What follows belongs to an exercise in optimizing a design on an open flow for a short achievable clock period and few clock cycles; a production flow would make more cautious choices. Only simulation tests tie the RTL to the original design; equivalence was not proved. Power and IR drop assume default switching activity.

==> flow/design.v <==
module main(clk, rst, mem_rdata, mem_addr, mem_wdata, mem_we);
	input clk, rst;
	input [15:0] mem_rdata;       
	output [7:0] mem_addr;
	output [7:0] mem_wdata;
	output mem_we;
	reg k_fetch, k_ld, k_st, k_bip;    
	reg [7:0] addr_q, wdata_q;
	reg we_q;
	reg [7:0] fpc;                     
	reg fpc_bip;                       
	reg [7:0] sfa;                     
	reg [2:0] ld_rd;
	reg [63:0] rf;
	reg [7:0] res_q;                   
	reg fz, fc;
	reg v;
	reg e_wr, e_setf, e_arith, e_sub, e_and, e_or, e_xor, e_shf, e_passb;
	reg e_ld, e_st, e_bc, e_pred;
	reg [1:0] e_cc;
	reg [2:0] e_rd;
	reg [7:0] e_alt;
	reg [7:0] opA, opB, opS;
	reg fwdA, fwdB, fwdS;
	reg [2:0] iA, iB, iS;
	reg uA, uB, uS;
	reg [2:0] ramt;
	reg [7:0] smask;
	assign mem_addr = addr_q;
	assign mem_wdata = wdata_q;
	assign mem_we = we_q;
	wire exec = v & k_fetch;
	wire [7:0] A = fwdA ? res_q : opA;
	wire [7:0] B = fwdB ? (e_sub ? ~res_q : res_q) : opB;
	wire [7:0] S = fwdS ? res_q : opS;
	wire [8:0] sum = {1'b0, A} + {1'b0, B} + {8'b0, e_sub};
	wire [7:0] pg = A ^ B;
	wire [7:0] cz = {A[6:0] | B[6:0], e_sub};
	wire z_add = &(~(pg ^ cz));
	wire [7:0] rot1 = ramt[0] ? {A[6:0], A[7]} : A;
	wire [7:0] rot2 = ramt[1] ? {rot1[5:0], rot1[7:6]} : rot1;
	wire [7:0] rot4 = ramt[2] ? {rot2[3:0], rot2[7:4]} : rot2;
	wire [7:0] r_oth = ({8{e_and}} & (A & B)) | ({8{e_or}} & (A | B)) | ({8{e_xor}} & (A ^ B)) |
	                   ({8{e_shf}} & rot4 & smask) | ({8{e_passb}} & B);
	wire [7:0] result = e_arith ? sum[7:0] : r_oth;
	wire z_new = e_arith ? z_add : ~|r_oth;
	wire c_new = e_arith & (sum[8] ^ e_sub);
	reg taken_e;
	always @(*)
		case (e_cc)
			2'b00: taken_e = fz;
			2'b01: taken_e = ~fz;
			2'b10: taken_e = fc;
			default: taken_e = ~fc;
		endcase
	wire mispred = exec & e_bc & (taken_e ^ e_pred);
	wire e_mem = exec & (e_ld | e_st);
	wire [15:0] I = mem_rdata;
	wire d_alu0 = (I[15:14] == 2'b00);
	wire d_alu1 = (I[15:14] == 2'b01);
	wire d_mem  = (I[15:14] == 2'b10);
	wire d_br   = (I[15:14] == 2'b11);
	wire d_imm  = I[11];
	wire d_mov  = d_alu0 & (I[13:12] == 2'b11) & d_imm;
	wire d_sub  = d_alu0 & (I[13:12] == 2'b01 || I[13:12] == 2'b10);
	wire d_cmp  = d_alu0 & (I[13:12] == 2'b10);
	wire d_logic = d_alu1 & (I[13:11] <= 3'd2);
	wire d_shift = d_alu1 & (I[13:11] >= 3'd3);
	wire d_b    = d_br & (I[13:12] == 2'b00);
	wire d_bl   = d_br & (I[13:12] == 2'b01);
	wire d_bi   = d_br & (I[13:12] == 2'b10);
	wire d_bc   = d_br & (I[13:12] == 2'b11);
	wire [7:0] fa = addr_q;
	wire [7:0] fa2 = {addr_q[7:1] + 7'd1, addr_q[0]};
	wire [7:0] target = {2'b00, I[5:0]};
	wire d_back = (target <= fa);               
	wire d_taken = d_b | d_bl | d_bi | (d_bc & d_back);
	wire [7:0] succ = d_taken ? target : fa2;
	wire [7:0] ext = {3'b000, I[4:0]} << I[7:5];
	wire [7:0] rRn = rf[I[7:5]*8 +: 8];
	wire [7:0] rRd = rf[I[10:8]*8 +: 8];
	wire [7:0] rRm = rf[I[2:0]*8 +: 8];
	wire selA_rd = (d_alu0 & d_imm) | d_shift;
	wire selA_0  = d_mem & I[12];
	wire [2:0] d_iA = selA_rd ? I[10:8] : I[7:5];
	wire d_uA = (d_alu0 & ~d_mov) | d_alu1 | (d_mem & ~I[12]);
	wire d_uB = (d_alu0 & ~d_imm) | d_logic;
	wire d_uS = d_mem & ~I[13];
	wire [7:0] d_opA = selA_0 ? 8'd0 : (selA_rd ? rRd : rRn);
	wire [7:0] d_opB0 = d_mem ? {2'b00, I[11], I[4:0]} :
	                    d_br  ? fa2 :
	                    (d_alu0 & d_imm) ? ext : rRm;
	wire [7:0] d_opB = d_sub ? ~d_opB0 : d_opB0;
	wire d_right = (I[13:11] == 3'b100) | (I[13:11] == 3'b110) | (I[13:11] == 3'b111);
	wire d_rotop = (I[13:11] == 3'b011) | (I[13:11] == 3'b100);
	wire [2:0] d_ramt = d_right ? (3'd0 - ext[2:0]) : ext[2:0];
	wire d_zero = d_rotop ? (ext[7:4] != 4'd0) : (ext[7:3] != 5'd0);
	wire d_full = d_rotop & ~ext[3] & (ext[7:4] == 4'd0);
	wire [7:0] d_mask = d_zero ? 8'h00 : d_full ? 8'hFF :
	                    d_right ? (8'hFF >> ext[2:0]) : (8'hFF << ext[2:0]);
	wire fwd_en = exec & e_wr;
	wire smc = (addr_q == sfa) | (addr_q == sfa + 8'd1);
	wire [7:0] ld_data = mem_rdata[7:0];
	wire rf_we_e = exec & e_wr;
	wire rf_we_l = k_ld;
	wire [2:0] rf_wa = k_ld ? ld_rd : e_rd;
	wire [7:0] rf_wd = k_ld ? ld_data : result;
	integer i;
	always @(posedge clk) begin
		if (rst) begin
			k_fetch <= 1'b1; k_ld <= 1'b0; k_st <= 1'b0; k_bip <= 1'b0;
			addr_q <= 8'd0;
			we_q <= 1'b0;
			v <= 1'b0;
			fpc_bip <= 1'b0;
			fz <= 1'b0; fc <= 1'b0;
			rf <= {8'd0, 8'd6, 8'd5, 8'd4, 8'd3, 8'd2, 8'd1, 8'd0};
		end else begin
			if (rf_we_e | rf_we_l) begin
				for (i = 0; i < 8; i = i + 1)
					if (rf_wa == i) rf[i*8 +: 8] <= rf_wd;
				res_q <= rf_wd;
			end
			if (exec & e_setf) begin
				fz <= z_new;
				fc <= c_new;
			end
			we_q <= 1'b0;
			if (k_fetch) begin
				if (mispred) begin
					addr_q <= e_alt;
					v <= 1'b0;
					k_fetch <= 1'b1; k_ld <= 1'b0; k_st <= 1'b0; k_bip <= 1'b0;
				end else begin
					v <= ~(d_b | d_bi);
					e_wr <= (d_alu0 & ~d_cmp) | d_alu1 | d_bl;
					e_setf <= d_alu0 | d_alu1;
					e_arith <= (d_alu0 & ~d_mov) | d_mem;
					e_sub <= d_sub;
					e_and <= d_alu1 & (I[13:11] == 3'b000);
					e_or  <= d_alu1 & (I[13:11] == 3'b001);
					e_xor <= d_alu1 & (I[13:11] == 3'b010);
					e_shf <= d_shift;
					e_passb <= d_mov | d_bl;
					e_ld <= d_mem & I[13];
					e_st <= d_mem & ~I[13];
					e_bc <= d_bc;
					e_pred <= d_back;
					e_cc <= I[11:10];
					e_rd <= I[10:8];
					e_alt <= d_back ? fa2 : target;
					opA <= d_opA;
					opB <= d_opB;
					opS <= rRd;
					iA <= d_iA; iB <= I[2:0]; iS <= I[10:8];
					uA <= d_uA; uB <= d_uB; uS <= d_uS;
					fwdA <= fwd_en & d_uA & (e_rd == d_iA);
					fwdB <= fwd_en & d_uB & (e_rd == I[2:0]);
					fwdS <= fwd_en & d_uS & (e_rd == I[10:8]);
					ramt <= d_ramt;
					smask <= d_mask;
					if (e_mem) begin
						addr_q <= sum[7:0];
						we_q <= e_st;
						wdata_q <= S;
						ld_rd <= e_rd;
						fpc <= succ;
						fpc_bip <= d_bi;
						sfa <= fa;
						k_fetch <= 1'b0; k_ld <= e_ld; k_st <= e_st; k_bip <= 1'b0;
					end else begin
						addr_q <= succ;
						k_fetch <= ~d_bi; k_ld <= 1'b0; k_st <= 1'b0; k_bip <= d_bi;
					end
				end
			end else if (k_bip) begin
				addr_q <= ld_data;
				k_fetch <= 1'b1; k_ld <= 1'b0; k_st <= 1'b0; k_bip <= 1'b0;
			end else begin
				if (k_ld) begin
					fwdA <= uA & (iA == ld_rd);
					fwdB <= uB & (iB == ld_rd);
					fwdS <= uS & (iS == ld_rd);
				end
				if (k_st & smc) begin
					v <= 1'b0;
					addr_q <= sfa;
					k_fetch <= 1'b1; k_ld <= 1'b0; k_st <= 1'b0; k_bip <= 1'b0;
				end else begin
					addr_q <= fpc;
					k_fetch <= ~fpc_bip; k_ld <= 1'b0; k_st <= 1'b0; k_bip <= fpc_bip;
				end
			end
		end
	end
endmodule
==> flow/run.sh <==
#!/bin/bash
# synth_recipe.tcl (not shown) runs the flow's synth.tcl, then flattens the netlist and writes it again
# the make line also repeats each setting of config.mk as NAME=value (left out here)
make -C /OpenROAD-flow-scripts/flow DESIGN_CONFIG=/design/flow/config.mk WORK_HOME=/design/flow/orfs CLKGATE_MAP_FILE= SYNTH_SCRIPT=/design/flow/synth_recipe.tcl finish
==> flow/config.mk <==
export PLATFORM = sky130hd
export DESIGN_NAME = main
export DESIGN_NICKNAME = main
export VERILOG_FILES = /design/flow/design.v
export SDC_FILE = /design/flow/constraint.sdc
export NUM_CORES = 4
export LEC_CHECK = 0
export ABC_CLOCK_PERIOD_IN_PS = 1800
export CAP_MARGIN = 20
export CORE_MARGIN = 2
export CORE_UTILIZATION = 40
export GPL_TIMING_DRIVEN = 1
export SETUP_SLACK_MARGIN = 3.6
export SLEW_MARGIN = 20
export TNS_END_PERCENT = 100
==> flow/constraint.sdc <==
create_clock -name core_clock -period 5.5 [get_ports {clk}]
set_input_delay 1.1000 -clock core_clock [delete_from_list [all_inputs] [get_ports {clk}]]
set_output_delay 1.1000 -clock core_clock [all_outputs]
set_load 0.01 [all_outputs]
==> out/metrics.yaml, run 1 <==
pwr-share-seq_pct: 32.8
yosysSeqAreaShare_pct: 40.2
syn_inst: 1178
cp-startpoint: "fwdA$_DFFE_PP_"
worstPathArrival_ns: 3.39
synth-warning-count: 1
synthTopCellsByArea: "edfxtp_1 (27%), dfxtp_1 (13%), mux4_2 (10%)"
fin_nets: 1412
drt_iter0_drc: 1227
critPathTopFamily: "compound AO/OA/AOI/OAI gates"
cts_tree: "yes"
cp_slowest_stage_delay_ns: 0.43
finClkSkew_ns: 0.0196
rsz0062_at_grt: "true"
via_count: 11000
p_per_area_nw_per_um2: 318
grt_max_degree: 30
cp.required_ns: 5.80
fillers: 2330
cts.root.buffer_cell: "clkbuf_16"
p_int_uw: 3490
ir_drop_uv: 188
endpoint_kind: "register"
syn_to_final_growth_pct: 45.6
switching_share_pct: 36.8
syn-num-nets: 1231
fin_setup_tns_ns: 0
postRouteAntennaNets: 0
cts.sinks: 186
drc_errors: 0
synth-async-reset-ratio_pct: 0
cap_viol_max_count: 0
p_switching_uw: 2030
firstDrtPassIters: 6
grt_overflow: 0
post-route-period-util_pct: 56.3
synth_edf_count: 106
critical_path_class: "register to register"
hpwl_um: 25300
cts.clk_slew.worst_paths_ns: 0.09
finalHoldViolations: 0
die_x_um: 177
grt_pass1_vias: 10600
synthMostInstantiatedCell: "edfxtp_1"
min_from: "fpc_bip$_SDFFE_PP0P_"
ys.flop_type: "edfxtp_1"
io_pins: 35
wl_per_cell_um: 25.3
grtUsageTotal_pct: 27.2
drive_gt1_share_pct: 47.0
coreArea_um2: 29500
pwr-share-comb_pct: 44.2
path_cells: "buf_12, mux2i_4, inv_2, fa_2, fa_2, a21o_1, a21oi_2, o21ai_2, a211o_1, o221a_4, mux2i_4, buf_6, a211oi_1"
synth_common_cells: "edfxtp_1 (106), nor2_1 (100), nand2_1 (90)"
synth.ff_latch_count: 186
cts_buffers: 17
slowest_stage: "edfxtp_1"
clkLatencyLatePin_ns: 0.44
synth_area_leader_cell: "edfxtp_1"
fmax_mhz: 323
setup_viol_count_final: 0
critPathMaxFanout: 8
cts_hold_buf: 0
fin_crit_ns: 3.10
gp_congestion: 0.884
antenna_found_initial: 2
max_slew.worst_pin.slew_ns: 0.946
cp-start-kind: "register"
drv_slew: 0
ys_types: 78
syn_area_um2: 11900
pwr-share-clk_pct: 22.9
p_leak_uw: 0.00646
cts_buffer_depth: 2
grt_pass1_wl_um: 63300
htree_levels: 4
finish.utilization_pct: 58.8
place_ws_ns: 1.11
die-area_um2: 31200
path_buf_inv: 3
die_y_um: 177
hold_path.class: "register to register"
initial_core_util_pct: 40.4
port_buffers: 34
r2r-start: "fwdA$_DFFE_PP_"
rows: 63
synth_top_area_share_pct: 26.7
status: "finished clean"
vias_per_cell: 6.24
avgSynthCellArea_um2: 10.1
setup_ws_ns: 2.40
drt-total-wl_um: 44600
maxSlewHeadroom_pct: 36.8
[metal layers]
metal / vias to the layer above / routed length, µm / share of wire [%] / global-route usage (%)
li1: 4768 / - / - / -
met1: 5375 / 16900 / 38 / 34.9
met2: 684 / 21500 / 48 / 44.6
met3: 175 / 3520 / 7.9 / 3.75
met4: 0 / 2640 / 5.9 / 14.3
met5: - / 0 / 0 / 0
[registers in the layout (all words and copies together), names as in the netlist, 8 cells and up]
signal,flops
addr_q,8
e_alt,8
fpc,8
opA,8
opB,8
opS,8
res_q,8
rf,64
sfa,8
smask,8
wdata_q,8
[cell families (layout without fill, tap and decap cells)]
| group | after synthesis | after routing | synth area share (%) |
|---|---|---|---|
| DFF | 186 | 186 | 40.2 |
| xor gates and xnor gates | 61 | 61 | 4.49 |
| muxes | 143 | 143 | 18.5 |
| buffers and inverters | 152 | 344 | 5.09 |
| AOI/OAI and AO/OA | 290 | 291 | 16.1 |
| adders and majority gates | 35 | 35 | 3.80 |
| other | 0 | 2 | 0 |
| and+or+nand+nor | 311 | 312 | 11.9 |
[power groups by stage]
| stage | Combinational (µW) | Sequential (µW) | Clock, µW |
|---|---|---|---|
| 3_3_place_gp | 1380 | 1870 | 0 |
| 6_report | 2440 | 1810 | 1270 |
| 2_1_floorplan | 1100 | 1770 | 0 |
| 3_5_place_dp | 1390 | 1870 | 0 |
| 4_1_cts | 2110 | 1800 | 1270 |
| 5_1_grt | 2550 | 1830 | 1330 |
[final cells by class]
class	instances	area, µm²	share of cell area (%)
diodes	2	5.00	0.0289
flip-flops and latches	186	4820	27.8
clock buffers	17	425	2.45
inverters	63	272	1.57
repair buffers	249	2920	16.8
well taps	390	488	2.81
multi-input cells	842	8240	47.5
clock inverters	15	176	1.02
[per-stage QoR]
step                std cells  hold WS, ns  power [µW]  instance area (µm²)
floorplan                1178        0.424        2870                12700
global placement         1533        0.462        3250                12900
detailed placement       1533        0.469        3260                12900
CTS                      1710        0.481        5180                16200
global route             1763        0.514        5710                17300
finish                   1764        0.481        5520                17300
[final timing paths]
kind	to	slack [ns]	depth (start not counted)
worst max-delay path	rf[46]$_SDFFE_PP0P_	2.40	13
worst min-delay path	fpc_bip$_SDFFE_PP0P_	0.48	2
worst max register to register	rf[46]$_SDFFE_PP0P_	2.40	13
worst min register to register	fpc_bip$_SDFFE_PP0P_	0.48	2
[cells in the final DEF (no fill, tap or decap), types with 10 or more instances in the layout]
cell	n
nand2_1	81
mux2_4	22
dfxtp_1	70
a211oi_2	20
buf_16	14
buf_12	29
ha_4	18
o21ai_1	11
buf_4	127
xor2_1	25
o211ai_1	10
inv_2	10
ha_1	11
a21oi_1	33
buf_6	48
mux2_2	24
inv_1	46
nor3_1	14
xnor2_1	24
mux2i_1	17
edfxtp_1	106
nor2_2	14
clkbuf_16	20
o21ai_0	46
nand3_1	28
buf_2	11
mux2i_2	10
mux4_2	54
nor2_1	79
a21o_1	13
a21oi_2	35
mux2i_4	14
[tightest hold or removal path: stages (launching register included)]
cell and delay, ns:
dfxtp_1 0.31, o21ai_0 0.06, a21oi_1 0.06
[timing repair]
action                     4_1_cts  5_1_grt
setup endpoints to repair      278      263
cloned                          17        5
pin swaps                       67       56
resized for setup              426      135
setup buffers                  128       47
Testbench counts, summed over its fixed seeds: cycles 89,804.
==> inputs of run 2 (changes only) <==
==> flow/config.mk (replaced) <==
export PLATFORM = sky130hd
export DESIGN_NAME = main
export DESIGN_NICKNAME = main
export VERILOG_FILES = /design/flow/design.v
export SDC_FILE = /design/flow/constraint.sdc
export NUM_CORES = 4
export LEC_CHECK = 0
export CAP_MARGIN = 20
export CORE_MARGIN = 2
export CORE_UTILIZATION = 40
export SLEW_MARGIN = 20
==> out/metrics.yaml, run 2 <==
post-route-period-util_pct: 70.7
fmax_mhz: 257
r2r-start: "e_sub$_DFFE_PP_"
r2r_cells: 11
dp_cells: 1531
via_count: 9297
cts_buffer_depth: 2
clkLatencyLatePin_ns: 0.45
critPathMaxFanout: 11
reg2reg_to: "res_q[6]$_DFFE_PP_"
coreArea_um2: 29500
ys_types: 78
cp.depth: 11
finish.utilization_pct: 44.7
p_per_area_nw_per_um2: 345
post_cts_resized: 0
synth_common_cells: "edfxtp_1 (106), nor2_1 (100), nand2_1 (90)"
cts_buffers: 17
status: "finished clean"
final_common_cell: "edfxtp_1"
max_slew.worst_pin.slew_ns: 1.12
synthTopCellsByArea: "edfxtp_1 (27%), dfxtp_1 (13%), mux4_2 (10%)"
die_y_um: 177
cp_slowest_stage_delay_ns: 0.77
p_leak_uw: 0.00481
drt-total-wl_um: 35500
rsz0062_at_grt: "false"
synth-adder-area-share_pct: 3.80
path_cells: "xnor2_1, a21oi_1, fa_1, fa_1, a21o_1, a21oi_1, o21ai_0, a211o_1, o221a_2, mux2i_2, inv_1"
maxSlewHeadroom_pct: 24.9
syn_inst: 1178
critPathTopFamily: "compound AO/OA/AOI/OAI gates"
firstDrtPassIters: 5
cap_viol_max_count: 0
post_cts_buffers: 0
syn_area_um2: 11900
finClkSkew_ns: 0.0234
worstPathArrival_ns: 4.08
cts.root.buffer_cell: "clkbuf_16"
synth_edf_count: 106
fin_crit_ns: 3.89
setup_viol_count_final: 0
yosysSeqAreaShare_pct: 40.2
synth_top_family_by_area: "multiplexers"
fin_nets: 1213
synth_compound_area_share_pct: 16.1
final_cell_mix: "edfxtp_1 (106), nor2_1 (98), nand2_1 (90)"
synth-async-reset-ratio_pct: 0
setup_ws_ns: 1.61
initial_core_util_pct: 40.4
crit_end: "res_q[6]$_DFFE_PP_"
grt_max_degree: 50
avgSynthCellArea_um2: 10.1
endpoint_kind: "register"
synth_top_area_share_pct: 26.7
synth_xor_xnor_area_share_pct: 4.49
synthMostInstantiatedCell: "edfxtp_1"
drc_errors: 0
cts.clk_slew.worst_paths_ns: 0.08
synth-simple-area-share_pct: 11.9
finalHoldViolations: 0
place_ws_ns: 1.24
synth_area_leader_cell: "edfxtp_1"
final_cell_count_no_fill: 1563
power_uw: 4540
wl_per_cell_um: 22.7
io_pins: 35
hold_path.class: "register to register"
cp.required_ns: 5.68
r2r_setup_slack_ns: 1.61
htree_levels: 4
largest_reg_flops: 64
path_buf_inv: 1
grt_pass1_vias: 9055
cts.sinks: 186
synth-warning-count: 1
postRouteAntennaNets: 0
grtUsageTotal_pct: 23.3
ir_drop_uv: 263
drive_gt1_share_pct: 14.1
synthMuxAreaShare_pct: 18.5
antenna_found_initial: 0
die-area_um2: 31200
grt_pass1_wl_um: 54900
port_buffers: 34
top_register: "rf"
cp-start-kind: "register"
ys.flop_type: "edfxtp_1"
grt_overflow: 0
die_x_um: 177
num_antenna_cells: 0
drv_slew: 0
fin_setup_tns_ns: 0
cts_tree: "yes"
slowest_stage: "edfxtp_1"
synth.ff_latch_count: 186
drt_iter0_drc: 1144
syn_to_final_growth_pct: 10.6
critical_path_class: "register to register"
cp-startpoint: "e_sub$_DFFE_PP_"
hpwl_um: 25400
syn-num-nets: 1231
vias_per_cell: 5.95
gp_congestion: 0.884
rows: 63
cts_hold_buf: 0
-- run 2: changes by cell type in the layout (fill, tap and decap cells not counted), sizes merged --
cell / change
clkinv: -2
bufinv: +3
inv: +3
clkbuf: -3
buf: -217
clkinvlp: -4
bufbuf: -5
a21oi: -1
diode: -2
and3: -1
clkdlybuf4s50: +31
clkdlybuf4s15: -3
-- run 2: cell families after synthesis --
logic type,after synthesis
flops,186
fa+ha+maj,35
compound gates,290
xor+xnor,61
simple gates,311
mux,143
buf+inv,152
-- run 2: power by group --
group	switching, µW	total, µW	internal (µW)
clock network	625	1380	752
registers	184	1840	1660
logic	788	1320	536
-- run 2: worst register-to-register path, cell delays in order, from the launching register on --
cell and delay (ns):
edfxtp_1 0.77, xnor2_1 0.19, a21oi_1 0.17, fa_1 0.48
fa_1 0.44, a21o_1 0.18, a21oi_1 0.21, o21ai_0 0.18
a211o_1 0.29, o221a_2 0.14, mux2i_2 0.52, inv_1 0.08
-- run 2: worst min path at each step --
| stage | depth (start not counted) | start | slack, ns | endpoint |
|---|---|---|---|---|
| after floorplan | 0 | iS[0]$_DFFE_PP_ | 0.42 | ld_rd[0]$_DFFE_PP_ |
| after global placement | 2 | fpc_bip$_SDFFE_PP0P_ | 0.46 | fpc_bip$_SDFFE_PP0P_ |
| after detailed placement | 2 | fz$_SDFFE_PP0P_ | 0.46 | fz$_SDFFE_PP0P_ |
| after CTS | 2 | fz$_SDFFE_PP0P_ | 0.47 | fz$_SDFFE_PP0P_ |
| after global routing | 2 | fz$_SDFFE_PP0P_ | 0.48 | fz$_SDFFE_PP0P_ |
| final | 2 | fz$_SDFFE_PP0P_ | 0.47 | fz$_SDFFE_PP0P_ |
-- run 2: stage by stage --
stage	instance area, µm²	hold WS (ns)
after CTS	13200	0.474
final	13200	0.471
after global placement	12500	0.460
after floorplan	11900	0.424
after detailed placement	12500	0.465
after global routing	13200	0.483
-- run 2: layer usage --
layer,global-route usage (%),vias to the layer above,share of wire [%]
li1,-,4348,-
met1,32.8,4539,44
met2,37.4,369,48
met3,3.23,41,6.3
met4,6.75,0,1.7
met5,0,-,0
-- run 2: final cells by class --
cell class,instances,area [µm²]
fillers,2829,16300
multi-input cells,840,6540
flip-flops and latches,186,4780
well taps,390,488
repair buffers,52,460
clock buffers,17,425
clock inverters,15,248
inverters,63,236
==> inputs of run 3 (changes only) <==
--- a/flow/design.v
+++ b/flow/design.v
@@ -21,7 +21,8 @@
 	reg [2:0] e_rd;
 	reg [7:0] e_alt;
 	reg [7:0] opA, opB, opS;
-	reg fwdA, fwdB, fwdS;
+	reg fwdA, fwdBp, fwdBn, fwdS;
+	reg [5:0] e_off;
 	reg [2:0] iA, iB, iS;
 	reg uA, uB, uS;
 	reg [2:0] ramt;
@@ -31,9 +32,15 @@
 	assign mem_we = we_q;
 	wire exec = v & k_fetch;
 	wire [7:0] A = fwdA ? res_q : opA;
-	wire [7:0] B = fwdB ? (e_sub ? ~res_q : res_q) : opB;
+	wire [7:0] B = ({8{fwdBp}} & res_q) | ({8{fwdBn}} & ~res_q) | ({8{~(fwdBp | fwdBn)}} & opB);
 	wire [7:0] S = fwdS ? res_q : opS;
-	wire [8:0] sum = {1'b0, A} + {1'b0, B} + {8'b0, e_sub};
+	wire [8:0] sum;
+	wire co;
+	cla8 alu_add(.a(A), .b(B), .cin(e_sub), .s(sum[7:0]), .co(co));
+	assign sum[8] = co;
+	wire [7:0] mar;
+	wire mar_co;
+	cla8 adr_add(.a(A), .b({2'b00, e_off}), .cin(1'b0), .s(mar), .co(mar_co));
 	wire [7:0] pg = A ^ B;
 	wire [7:0] cz = {A[6:0] | B[6:0], e_sub};
 	wire z_add = &(~(pg ^ cz));
@@ -155,12 +162,14 @@
 					iA <= d_iA; iB <= I[2:0]; iS <= I[10:8];
 					uA <= d_uA; uB <= d_uB; uS <= d_uS;
 					fwdA <= fwd_en & d_uA & (e_rd == d_iA);
-					fwdB <= fwd_en & d_uB & (e_rd == I[2:0]);
+					fwdBp <= fwd_en & d_uB & ~d_sub & (e_rd == I[2:0]);
+					fwdBn <= fwd_en & d_uB & d_sub & (e_rd == I[2:0]);
+					e_off <= {I[11], I[4:0]};
 					fwdS <= fwd_en & d_uS & (e_rd == I[10:8]);
 					ramt <= d_ramt;
 					smask <= d_mask;
 					if (e_mem) begin
-						addr_q <= sum[7:0];
+						addr_q <= mar;
 						we_q <= e_st;
 						wdata_q <= S;
 						ld_rd <= e_rd;
@@ -179,7 +188,8 @@
 			end else begin
 				if (k_ld) begin
 					fwdA <= uA & (iA == ld_rd);
-					fwdB <= uB & (iB == ld_rd);
+					fwdBp <= uB & ~e_sub & (iB == ld_rd);
+					fwdBn <= uB & e_sub & (iB == ld_rd);
 					fwdS <= uS & (iS == ld_rd);
 				end
 				if (k_st & smc) begin
@@ -194,3 +204,43 @@
 		end
 	end
 endmodule
+module cla8(a, b, cin, s, co);
+	input [7:0] a, b;
+	input cin;
+	output [7:0] s;
+	output co;
+	wire [7:0] p = a ^ b;
+	wire [7:0] g = {a[7:1] & b[7:1], (a[0] & b[0]) | (p[0] & cin)};
+	wire [7:0] g1, p1;
+	assign g1[0] = g[0];
+	assign p1[0] = 1'b0;
+	genvar i;
+	generate
+		for (i = 1; i < 8; i = i + 1) begin : l1
+			assign g1[i] = g[i] | (p[i] & g[i-1]);
+			assign p1[i] = p[i] & p[i-1];
+		end
+	endgenerate
+	wire [7:0] g2, p2;
+	assign g2[0] = g1[0];
+	assign p2[0] = 1'b0;
+	assign g2[1] = g1[1] | (p1[1] & g1[0]);
+	assign p2[1] = 1'b0;
+	generate
+		for (i = 2; i < 8; i = i + 1) begin : l2
+			assign g2[i] = g1[i] | (p1[i] & g1[i-2]);
+			assign p2[i] = p1[i] & p1[i-2];
+		end
+	endgenerate
+	wire [7:0] g3;
+	generate
+		for (i = 0; i < 4; i = i + 1) begin : l3a
+			assign g3[i] = g2[i];
+		end
+		for (i = 4; i < 8; i = i + 1) begin : l3b
+			assign g3[i] = g2[i] | (p2[i] & g2[i-4]);
+		end
+	endgenerate
+	assign s = p ^ {g3[6:0], cin};
+	assign co = g3[7];
+endmodule
--- a/flow/config.mk
+++ b/flow/config.mk
@@ -5,7 +5,11 @@
 export SDC_FILE = /design/flow/constraint.sdc
 export NUM_CORES = 4
 export LEC_CHECK = 0
+export ABC_CLOCK_PERIOD_IN_PS = 1800
 export CAP_MARGIN = 20
 export CORE_MARGIN = 2
 export CORE_UTILIZATION = 40
+export GPL_TIMING_DRIVEN = 1
+export SETUP_SLACK_MARGIN = 3.6
 export SLEW_MARGIN = 20
+export TNS_END_PERCENT = 100
==> out/metrics.yaml, run 3 <==
status: "finished clean"
fin_nets: 1398
fmax_mhz: 320
largest_reg_flops: 64
r2r_cells: 13
synth-async-reset-ratio_pct: 0
postRouteAntennaNets: 0
syn_inst: 1184
whs_endpoint: "fz$_SDFFE_PP0P_"
syn-num-nets: 1244
cap_viol_max_count: 0
rsz0062_at_grt: "true"
synth-warning-count: 1
avgSynthCellArea_um2: 10.3
via_count: 10700
antenna_found_initial: 0
num_antenna_cells: 0
cts.sinks: 189
syn_to_final_growth_pct: 39.8
max_slew.worst_pin.slew_ns: 1.01
wl_per_cell_um: 24.7
critical_path_class: "register to register"
cts_tree: "yes"
drc_errors: 0
top_register: "rf"
synth_top_area_share_pct: 27.0
p_switching_uw: 1990
hold_path.class: "register to register"
pwr-share-comb_pct: 44.0
synthTopCellsByArea: "edfxtp_1 (27%), dfxtp_1 (13%), mux4_2 (11%)"
grt_overflow: 0
synth_common_cells: "edfxtp_1 (109), nand2_1 (88), nor2_1 (82)"
ys_types: 69
setup_ws_ns: 2.38
drt-total-wl_um: 43000
drv_slew: 0
initial_core_util_pct: 40.7
fin_setup_tns_ns: 0
finalHoldViolations: 0
io_pins: 35
critPathMaxFanout: 8
synth_area_leader_cell: "edfxtp_1"
hpwl_um: 26200
worstHoldPathCells: 2
htree_levels: 4
syn_area_um2: 12100
ir_drop_uv: 224
drt_iter0_drc: 1265
synth.ff_latch_count: 189
cp-startpoint: "fwdA$_DFFE_PP_"
place_ws_ns: 1.29
grt_use_met1_pct: 36.2
setup_viol_count_final: 0
final_common_cell: "buf_4"
cts.clk_slew.worst_paths_ns: 0.07
die-area_um2: 31800
port_buffers: 34
gp_congestion: 0.883
grt_max_degree: 46
ys.flop_type: "edfxtp_1"
endpoint_kind: "register"
firstDrtPassIters: 7
pwr-share-seq_pct: 33.7
r2r_setup_slack_ns: 2.38
p_leak_uw: 0.00630
final_cell_mix: "buf_4 (114), edfxtp_1 (109), nand2_1 (77)"
cts.root.buffer_cell: "clkbuf_16"
reg2reg_to: "rf[6]$_SDFFE_PP0P_"
cts_buffer_depth: 2
post-route-period-util_pct: 56.8
worstPathArrival_ns: 3.46
r2r-start: "fwdA$_DFFE_PP_"
fin_crit_ns: 3.12
die_y_um: 178
clkLatencyLatePin_ns: 0.44
cts_buffers: 17
p_per_area_nw_per_um2: 325
power_uw: 5520
vias_per_cell: 6.14
drive_gt1_share_pct: 44.2
gr-usage-met2_pct: 43.8
use_met3_pct: 3.96
synthMostInstantiatedCell: "edfxtp_1"
pwr-share-clk_pct: 22.3
p_int_uw: 3530
yosysSeqAreaShare_pct: 40.1
grt_pass1_wl_um: 63300
cp-start-kind: "register"
rows: 63
min_from: "fz$_SDFFE_PP0P_"
switching_share_pct: 36.0
maxSlewHeadroom_pct: 32.3
die_x_um: 178
synth_edf_count: 109
grtUsageTotal_pct: 27.0
cp.required_ns: 5.84
finClkSkew_ns: 0.00955
grt_pass1_vias: 10300
coreArea_um2: 29800
grt-busiest-layer: "met2"
-- run 3: changes by cell type in the layout (fill, tap and decap cells not counted), moves of 16 or more --
cell	change
a21oi_1	-31
buf_6	+58
nor2_1	-36
ha_1	-16
buf_12	+24
clkdlybuf4s50_1	-31
ha_4	+18
a211oi_1	-17
o21ai_0	-20
buf_4	+96
a21oi_2	+33
mux2_4	+23
mux2_2	-32
-- run 3: how the worst max path moves through the flow --
stage | to | slack [ns] | cells past startpoint
2_1_floorplan | addr_q[4]$_SDFF_PP0_ | 2.32 | 12
3_3_place_gp | addr_q[2]$_SDFF_PP0_ | 1.32 | 8
3_5_place_dp | addr_q[2]$_SDFF_PP0_ | 1.29 | 8
4_1_cts | rf[6]$_SDFFE_PP0P_ | 2.46 | 13
5_1_grt | fz$_SDFFE_PP0P_ | 2.30 | 10
6_report | rf[6]$_SDFFE_PP0P_ | 2.38 | 13
-- run 3: critical path, stage by stage (launching register included) --
cell and delay, ns:
edfxtp_1 0.38, buf_12 0.15, mux2i_4 0.30, inv_2 0.10, fa_2 0.43, fa_2 0.38
a31oi_4 0.18, o21bai_2 0.08, a41oi_2 0.21, xor2_1 0.17, and2_4 0.20, o32ai_4 0.09
buf_12 0.19, a21o_1 0.15
-- run 3: metal layers --
layer	vias to the layer above	share of wire, %
li1	4750	-
met2	522	48
met5	-	0
met4	0	4.5
met1	5303	41
met3	119	7.4
-- run 3: layout make-up --
class                           count  area, µm²
Fill cell                        2427      12800
Multi-Input combinational cell    844       8360
Sequential cell                   189       4910
Timing Repair Buffer              223       2350
Clock buffer                       23        510
Tap cell                          390        488
Inverter                           63        275
Clock inverter                      9       73.8
-- run 3: what timing repair did --
action / in CTS / in global routing
setup endpoints to repair: 280 / 270
pin swaps: 84 / 52
buffers inserted: 128 / 28
resized for setup: 427 / 94
cloned: 11 / 1
hold buffers: 0 / 0
-- run 3: cell families after synthesis --
group	count (synthesis)	synth area share, %
adders and majority gates	42	4.51
xor gates and xnor gates	60	4.33
buffers and inverters	154	4.88
muxes	152	19.2
AOI/OAI and AO/OA	286	15.1
and+or+nand+nor	301	11.8
DFF	189	40.1
-- run 3: through the flow --
stage,instance area (µm²),hold slack (ns),utilization (%),instances
final,17000,0.472,56.9,1741
after global routing,17000,0.487,56.9,1741
after CTS,16300,0.464,54.8,1712
after detailed placement,13200,0.454,44.4,1541
after global placement,13200,0.453,44.4,1540
after floorplan,13000,0.424,-,1184
-- run 3: power by group through the flow --
stage | combinational, µW | sequential (µW) | clock [µW]
2_1_floorplan | 1120 | 1810 | 0
3_3_place_gp | 1450 | 1890 | 0
3_5_place_dp | 1460 | 1900 | 0
4_1_cts | 2140 | 1850 | 1240
5_1_grt | 2540 | 1870 | 1310
6_report | 2430 | 1860 | 1230
Testbench counts of run 3, summed over its fixed seeds: cycles 89,804.

-- what the ideal ports hide --
No port has a modelled driver above. Below, the same layouts with a new extraction and two added sets of constraints. Step 1 assumes that a clkbuf_16 drives the clock port and a buf_2 every other input. Step 2 also shifts input and output timing later by t, the mid clock arrival at the registers, as if the neighbouring blocks saw the same clock. a / b / c = ideal / step 1 / step 2; a / b = the first two.
run	t (ns)	slack for setup (ns)	clock arrival spread, ns
run 1	0.486	2.405 / 2.405 / 2.197	0.019 / 0.020
run 2	0.487	1.609 / 1.609 / 1.143	0.023 / 0.023
run 3	0.485	2.377 / 2.377 / 2.052	0.009 / 0.010
After both steps setup and hold are still met in every run listed. For run 2, which loses most, drivers alone change the setup slack by 0.000 ns; drivers and shift together by -0.466 ns.
